Source: an optimization exercise on an open RTL-to-GDS flow (aim: small area). Production flows keep margins and buffers that such runs may drop.
Function was checked by simulation only, so behaviour that the tests miss may differ from the original.
No activity file was given, so power comes from the tool's default toggle rates.

==> inputs of run P <==
Design ov5640_cfg, start of the top module:
module ov5640_cfg(
    input                   sysclk          ,
    input                   rst_n           ,
    output                  cmos_sclk       ,
    input                   cmos_sdat_in    ,
    output                  cmos_sdat_out   ,
    output                  cmos_sdat_oe    ,
    output                  cfg_done        ,
    output      [7:0]       rd_data
);
Settings: LEC_CHECK=0, CAP_MARGIN=10, CORE_MARGIN=2, CORE_UTILIZATION=25, CTS_BUF_LIST=sky130_fd_sc_hd__clkbuf_8, GPL_TIMING_DRIVEN=0, PLACE_DENSITY=0.45, SLEW_MARGIN=10, SYNTH_MEMORY_MAX_BITS=65536; clock period 10.0 ns.
standard.sh (not shown) runs the stock make flow with config.mk's settings and CLKGATE_MAP_FILE= SYNTH_SCRIPT=/design/flow/synth_recipe.tcl, a recipe that flattens the netlist after the stock synthesis.
==> flow/flow/run.sh <==
#!/bin/bash
# Own flow: the standard layout, except that synthesis maps the logic with an
# area-oriented ABC script (flow/area.abc) instead of ORFS's speed script. Everything
# else in synthesis (and so every register, its name and cell) is the standard one.
# Port buffers use sky130_fd_sc_hd__buf_2.
set -euo pipefail
W=$(pwd)
# ORFS's synth.tcl with the ABC script swapped after synth_preamble.tcl has set abc_args
sed "s#^source \$::env(SCRIPTS_DIR)/synth_preamble.tcl#&\nset abc_args [lreplace \$abc_args 1 1 $W/flow/area.abc]#" \
  "$FLOW_HOME/scripts/synth.tcl" > "$W/synth_area.tcl"
grep -q "flow/area.abc" "$W/synth_area.tcl"
# The standard flow's synthesis script, sourcing the modified synth.tcl
sed "s#source \$::env(SCRIPTS_DIR)/synth.tcl#source $W/synth_area.tcl#" \
  "$W/synth_recipe.tcl" > "$W/synth_recipe_area.tcl"
grep -q "synth_area.tcl" "$W/synth_recipe_area.tcl"
bash standard.sh synth SYNTH_SCRIPT="$W/synth_recipe_area.tcl" > "$W/synth.log" 2>&1
grep -q "flow/area.abc" "$W"/orfs/logs/*/ov5640_cfg/base/1_2_yosys.log
# ports get the small buf_2 as their buffer instead of clkdlybuf4s50_1
bash standard.sh finish "BUFFER_PORTS_ARGS=-buffer_cell sky130_fd_sc_hd__buf_2" > "$W/layout.log" 2>&1
==> flow/flow/area.abc <==
strash
&get -n
&deepsyn -T 120
&put
dch -f
map -a
strash
dch -f
map -a
topo
==> run C: changes against run P <==
==> flow/flow/run.sh (replaced) <==
#!/bin/bash
# Own flow: the standard layout, except for two things.
# 1. Synthesis maps the logic with area-oriented ABC scripts (flow/area1..4.abc) instead of
#    ORFS's speed script: it is run once per script, each in a folder of its own, and the
#    run with the smallest cell area is kept as the synthesis of the layout. Everything else
#    in synthesis (and so every register, its name and cell) is the standard one.
# 2. Port buffers use sky130_fd_sc_hd__buf_2.
set -euo pipefail
W=$(pwd)
for k in 1 2 3 4; do
  # ORFS's synth.tcl with the ABC script swapped after synth_preamble.tcl has set abc_args
  sed "s#^source \$::env(SCRIPTS_DIR)/synth_preamble.tcl#&\nset abc_args [lreplace \$abc_args 1 1 $W/flow/area$k.abc]#" \
    "$FLOW_HOME/scripts/synth.tcl" > "$W/synth_area$k.tcl"
  grep -q "flow/area$k.abc" "$W/synth_area$k.tcl"
  # The standard flow's synthesis script, sourcing the modified synth.tcl
  sed "s#source \$::env(SCRIPTS_DIR)/synth.tcl#source $W/synth_area$k.tcl#" \
    "$W/synth_recipe.tcl" > "$W/synth_recipe_area$k.tcl"
  grep -q "synth_area$k.tcl" "$W/synth_recipe_area$k.tcl"
  # standard.sh with its own ORFS work folder
  sed "s#WORK_HOME=$W/orfs #WORK_HOME=$W/orfs_$k #" standard.sh > "$W/standard_$k.sh"
  grep -q "WORK_HOME=$W/orfs_$k " "$W/standard_$k.sh"
  bash "$W/standard_$k.sh" synth SYNTH_SCRIPT="$W/synth_recipe_area$k.tcl" > "$W/synth_$k.log" 2>&1 &
done
wait
best=""; best_area=""
for k in 1 2 3 4; do
  rpt=$(ls "$W"/orfs_$k/reports/*/ov5640_cfg/base/synth_stat.txt 2>/dev/null || true)
  [[ -n "$rpt" && -f "$(ls "$W"/orfs_$k/results/*/ov5640_cfg/base/1_synth.odb 2>/dev/null)" ]] || continue
  grep -q "flow/area$k.abc" "$W"/orfs_$k/logs/*/ov5640_cfg/base/1_2_yosys.log || continue
  a=$(grep "Chip area for module" "$rpt" | awk '{print $NF}')
  echo "synthesis $k: area $a" >> "$W/synth_choice.log"
  if [[ -z "$best" ]] || awk -v a="$a" -v b="$best_area" 'BEGIN{exit !(a < b)}'; then best=$k; best_area=$a; fi
done
[[ -n "$best" ]]
echo "kept synthesis $best ($best_area)" >> "$W/synth_choice.log"
cp -a "$W/orfs_$best" "$W/orfs"
# ports get the small buf_2 as their buffer instead of clkdlybuf4s50_1
bash standard.sh finish "BUFFER_PORTS_ARGS=-buffer_cell sky130_fd_sc_hd__buf_2" > "$W/layout.log" 2>&1
==> flow/flow/area1.abc (new file) <==
strash
&get -n
&deepsyn -T 120
&put
dch -f
map -a
strash
dch -f
map -a
topo
==> flow/flow/area2.abc (new file) <==
strash
dch -f
map -a
strash
dch -f
map -a
strash
dch -f
map -a
strash
dch -f
map -a
strash
dch -f
map -a
strash
dch -f
map -a
topo
==> flow/flow/area3.abc (new file) <==
strash
&get -n
&deepsyn -T 120 -S 7
&put
dch -f
map -a
strash
dch -f
map -a
topo
==> flow/flow/area4.abc (new file) <==
strash
dch -f
map -a
mfs
strash
dch -f
map -a
mfs
strash
dch -f
map -a
topo
removed: flow/flow/area.abc
==> qor summary <==
item	run C	run P
Result of the run	timing/DRC/antenna clean	timing/DRC/antenna clean
Total die area	21,800 sq um	22,100 sq um
Clock group	0.0000666 W	0.0000665 W
Die Height	148 um	149 um
Overall fraction of global-route tracks in use	0.412	0.409
Total routed wire length on the met1 layer	17,000 um	16,600 um
Setup WS pre-CTS	2.39 ns	2.39 ns
# placed instances	1,173	1,189
Netlist area before placement	5160 sq um	5230 sq um
Routed vias	8,247	8,342
Switching share of total power	0.232	0.232
Standard cell area after detailed placement	5660 sq um	5660 sq um
Worst-Margin Slew	1.25 ns	1.30 ns
Final non-clock buffer share	0.0263	0.0149
Basic-gate share of the synthesized area counting and, or, nand and nor cells	0.307	0.312
Portion of synthesized cell area occupied by the leading cell type	0.151	0.161
Multi-input combinational cell area	4040 sq um	4070 sq um
Cell variety after synth	35	37
Sequential share of cell area	0.116	0.116
Routed length on met3	6190 um	6170 um
Fraction of the yosys area taken by sequential cells	0.128	0.126
Internal Power	0.000135 W	0.000135 W
Filler cells	2,412	2,464
Pwr Total	0.000176 W	0.000176 W
#MultiIn Comb	732	744
Area delta synth->final	10.8%	9.32%
Syn Area/Cell	5.84 sq um	5.78 sq um
